This is an optimization exercise on Yosys and OpenROAD, whose aim is small area, not a production implementation.
In this exercise RTL edits were held to simulation tests only and were not proved equivalent to the original.
Power figures rest on the tool's default switching activity, not on a simulated workload.

==> job 4998: inputs <==
// spi_slave_gpio_regmap
module spi_slave_gpio_regmap (
  input  logic       clk,
  input  logic       rst_n,
  input  logic       cs,        
  input  logic       sclk,
  input  logic       mosi,
  output logic       miso,
  input  logic [7:0] gpio_in,
  output logic [7:0] gpio_out
);
Settings: LEC_CHECK=0, CAP_MARGIN=20, CORE_MARGIN=2, CORE_UTILIZATION=65, PLACE_DENSITY=0.75, SLEW_MARGIN=20, SYNTH_HIERARCHICAL=1; clock period 10.0 ns.
standard.sh (not shown) runs the stock make flow with config.mk's settings and CLKGATE_MAP_FILE= SYNTH_SCRIPT=/design/flow/synth_recipe.tcl, a recipe that flattens the netlist after the stock synthesis.
==> flow/flow/run.sh <==
#!/bin/bash
# Standard layout, with clock tree synthesis told not to add dummy loads.
set -euo pipefail
export CTS_ARGS="-sink_clustering_enable -repair_clock_nets -buf_list sky130_fd_sc_hd__clkbuf_8 -sink_clustering_size 16 -sink_clustering_max_diameter 40 -dont_use_dummy_load"
bash standard.sh > standard_flow.log 2>&1
==> inputs of job 1833, as changes to job 4998 <==
--- a/flow/design.v
+++ b/flow/design.v
@@ -54,15 +54,19 @@
   wire       wslot = (addr[4:0] == phase);
   logic [255:0] ring [0:7];
   logic [7:0]   ins;
   genvar gr;
   generate
     for (gr = 0; gr < 8; gr++) begin : g_ring
+      logic [7:0] slot_in;
       assign ins[gr] = sweep | (wact & wslot & (addr[7:5] == gr));
+      for (genvar j = 0; j < 8; j++) begin : g_bit
+        sgr_ao22 u_in (.a({ins[gr], ~ins[gr]}), .b({wbuf_nx[j], ring[gr][j]}), .y(slot_in[j]));
+      end
       always_ff @(posedge clk)
-        ring[gr] <= {ins[gr] ? wbuf_nx : ring[gr][7:0], ring[gr][255:8]};
+        ring[gr] <= {slot_in, ring[gr][255:8]};
     end
   endgenerate
   wire [4:0] rpos = addr_nx[4:0] - phase;    
   wire [2:0] rsel = addr_nx[7:5];
   function automatic logic is_tap(input int j, input int p);
     case (j)
@@ -725,6 +729,9 @@
 module sgr_aoi22 (input logic [1:0] a, input logic [1:0] b, output logic y);
   assign y = ~|(a & b);
 endmodule
 module sgr_aoi32 (input logic [2:0] a, input logic [2:0] b, output logic y);
   assign y = ~|(a & b);
 endmodule
+module sgr_ao22 (input logic [1:0] a, input logic [1:0] b, output logic y);
+  assign y = |(a & b);
+endmodule
==> flow/flow/run.sh (replaced) <==
#!/bin/bash
# Standard layout, with clock tree synthesis told not to add dummy loads and
# the port buffers made with the smallest buffer.
set -euo pipefail
export CTS_ARGS="-sink_clustering_enable -repair_clock_nets -buf_list sky130_fd_sc_hd__clkbuf_8 -sink_clustering_size 20 -sink_clustering_max_diameter 60 -dont_use_dummy_load"
export BUFFER_PORTS_ARGS="-buffer_cell sky130_fd_sc_hd__buf_1"
bash standard.sh > standard_flow.log 2>&1
==> inputs of job 8957, as changes to job 4998 <==
--- a/flow/design.v
+++ b/flow/design.v
@@ -54,15 +54,19 @@
   wire       wslot = (addr[4:0] == phase);
   logic [255:0] ring [0:7];
   logic [7:0]   ins;
   genvar gr;
   generate
     for (gr = 0; gr < 8; gr++) begin : g_ring
+      logic [7:0] slot_in;
       assign ins[gr] = sweep | (wact & wslot & (addr[7:5] == gr));
+      for (genvar j = 0; j < 8; j++) begin : g_bit
+        sgr_ao22 u_in (.a({ins[gr], ~ins[gr]}), .b({wbuf_nx[j], ring[gr][j]}), .y(slot_in[j]));
+      end
       always_ff @(posedge clk)
-        ring[gr] <= {ins[gr] ? wbuf_nx : ring[gr][7:0], ring[gr][255:8]};
+        ring[gr] <= {slot_in, ring[gr][255:8]};
     end
   endgenerate
   wire [4:0] rpos = addr_nx[4:0] - phase;    
   wire [2:0] rsel = addr_nx[7:5];
   function automatic logic is_tap(input int j, input int p);
     case (j)
@@ -725,6 +729,9 @@
 module sgr_aoi22 (input logic [1:0] a, input logic [1:0] b, output logic y);
   assign y = ~|(a & b);
 endmodule
 module sgr_aoi32 (input logic [2:0] a, input logic [2:0] b, output logic y);
   assign y = ~|(a & b);
 endmodule
+module sgr_ao22 (input logic [1:0] a, input logic [1:0] b, output logic y);
+  assign y = |(a & b);
+endmodule
==> flow/flow/run.sh (replaced) <==
#!/bin/bash
# Standard layout, with clock tree synthesis told not to add dummy loads and
# the port buffers made with the smallest buffer.
set -euo pipefail
export CTS_ARGS="-sink_clustering_enable -repair_clock_nets -buf_list sky130_fd_sc_hd__clkbuf_4 -sink_clustering_size 10 -sink_clustering_max_diameter 40 -dont_use_dummy_load"
export BUFFER_PORTS_ARGS="-buffer_cell sky130_fd_sc_hd__buf_1"
bash standard.sh > standard_flow.log 2>&1
==> run_results.csv <==
group,metric,value,unit
min_path,min_from,"ring[6][165]$_DFF_P_",
detailed_routing,drt-total-wl,74100,um
global_route,grt_use_met1,0.283,
finish,inv_count,34,
detailed_routing,viasPerCell,5.05,
run_status,status,"no timing/DRC/antenna violations",
clock_network,clk_latency,0.84,ns
power,p_comb,0.0695,mW
global_route,antenna_found_initial,4,
power,p_seq_frac,0.687,
timing,fin_skew,0.0906,ns
# the run above: job 4998

==> run_results.csv <==
group,metric,value,unit
detailed_routing,viasPerCell,5.16,
power,p_seq_frac,0.713,
run_status,status,"no timing/DRC/antenna violations",
global_route,antenna_found_initial,3,
global_route,grt_use_met1,0.310,
power,p_comb,0.0496,mW
timing,fin_skew,0.115,ns
detailed_routing,drt-total-wl,78400,um
clock_network,clk_latency,1.08,ns
critical_path,max_stage_delay,0.63,ns
# the run above: job 8957

==> run_results.csv <==
group,metric,value,unit
detailed_routing,drt-total-wl,79000,um
global_route,antenna_found_initial,2,
min_path,min_from,"ring[0][157]$_DFF_P_",
timing,fin_skew,0.0918,ns
run_status,status,"no timing/DRC/antenna violations",
power,p_comb,0.0501,mW
global_route,grt_use_met1,0.312,
detailed_routing,viasPerCell,5.14,
power,p_seq_frac,0.717,
# the run above: job 1833

afterwards: timing with drivers on the ports:
In the flow no input, the clock included, has a driving cell. The finished layouts below were timed again as built, in two steps.
Step 1: set_driving_cell puts a clkbuf_16 on clk and a buf_2 on each other input, an assumption about the parent block.
Step 2 also shifts input and output timing later by t, the mid clock arrival at the registers, as if the neighbouring blocks saw the same clock.
Slacks: ideal / step 1 / step 2; pairs: ideal / step 1.
run | t (ns) | setup WS [ns] | latest minus earliest clock arrival (ns) | worst register clock-pin slew, ns
job 4998 | 0.848 | 3.203 / 3.203 / 3.203 | 0.110 / 0.110 | 0.10 / 0.10
job 1833 | 0.784 | 3.513 / 3.513 / 3.513 | 0.126 / 0.126 | 0.12 / 0.12
job 8957 | 1.075 | 3.566 / 3.566 / 3.566 | 0.140 / 0.140 | 0.11 / 0.11
After both steps setup and hold are still met in every run listed.
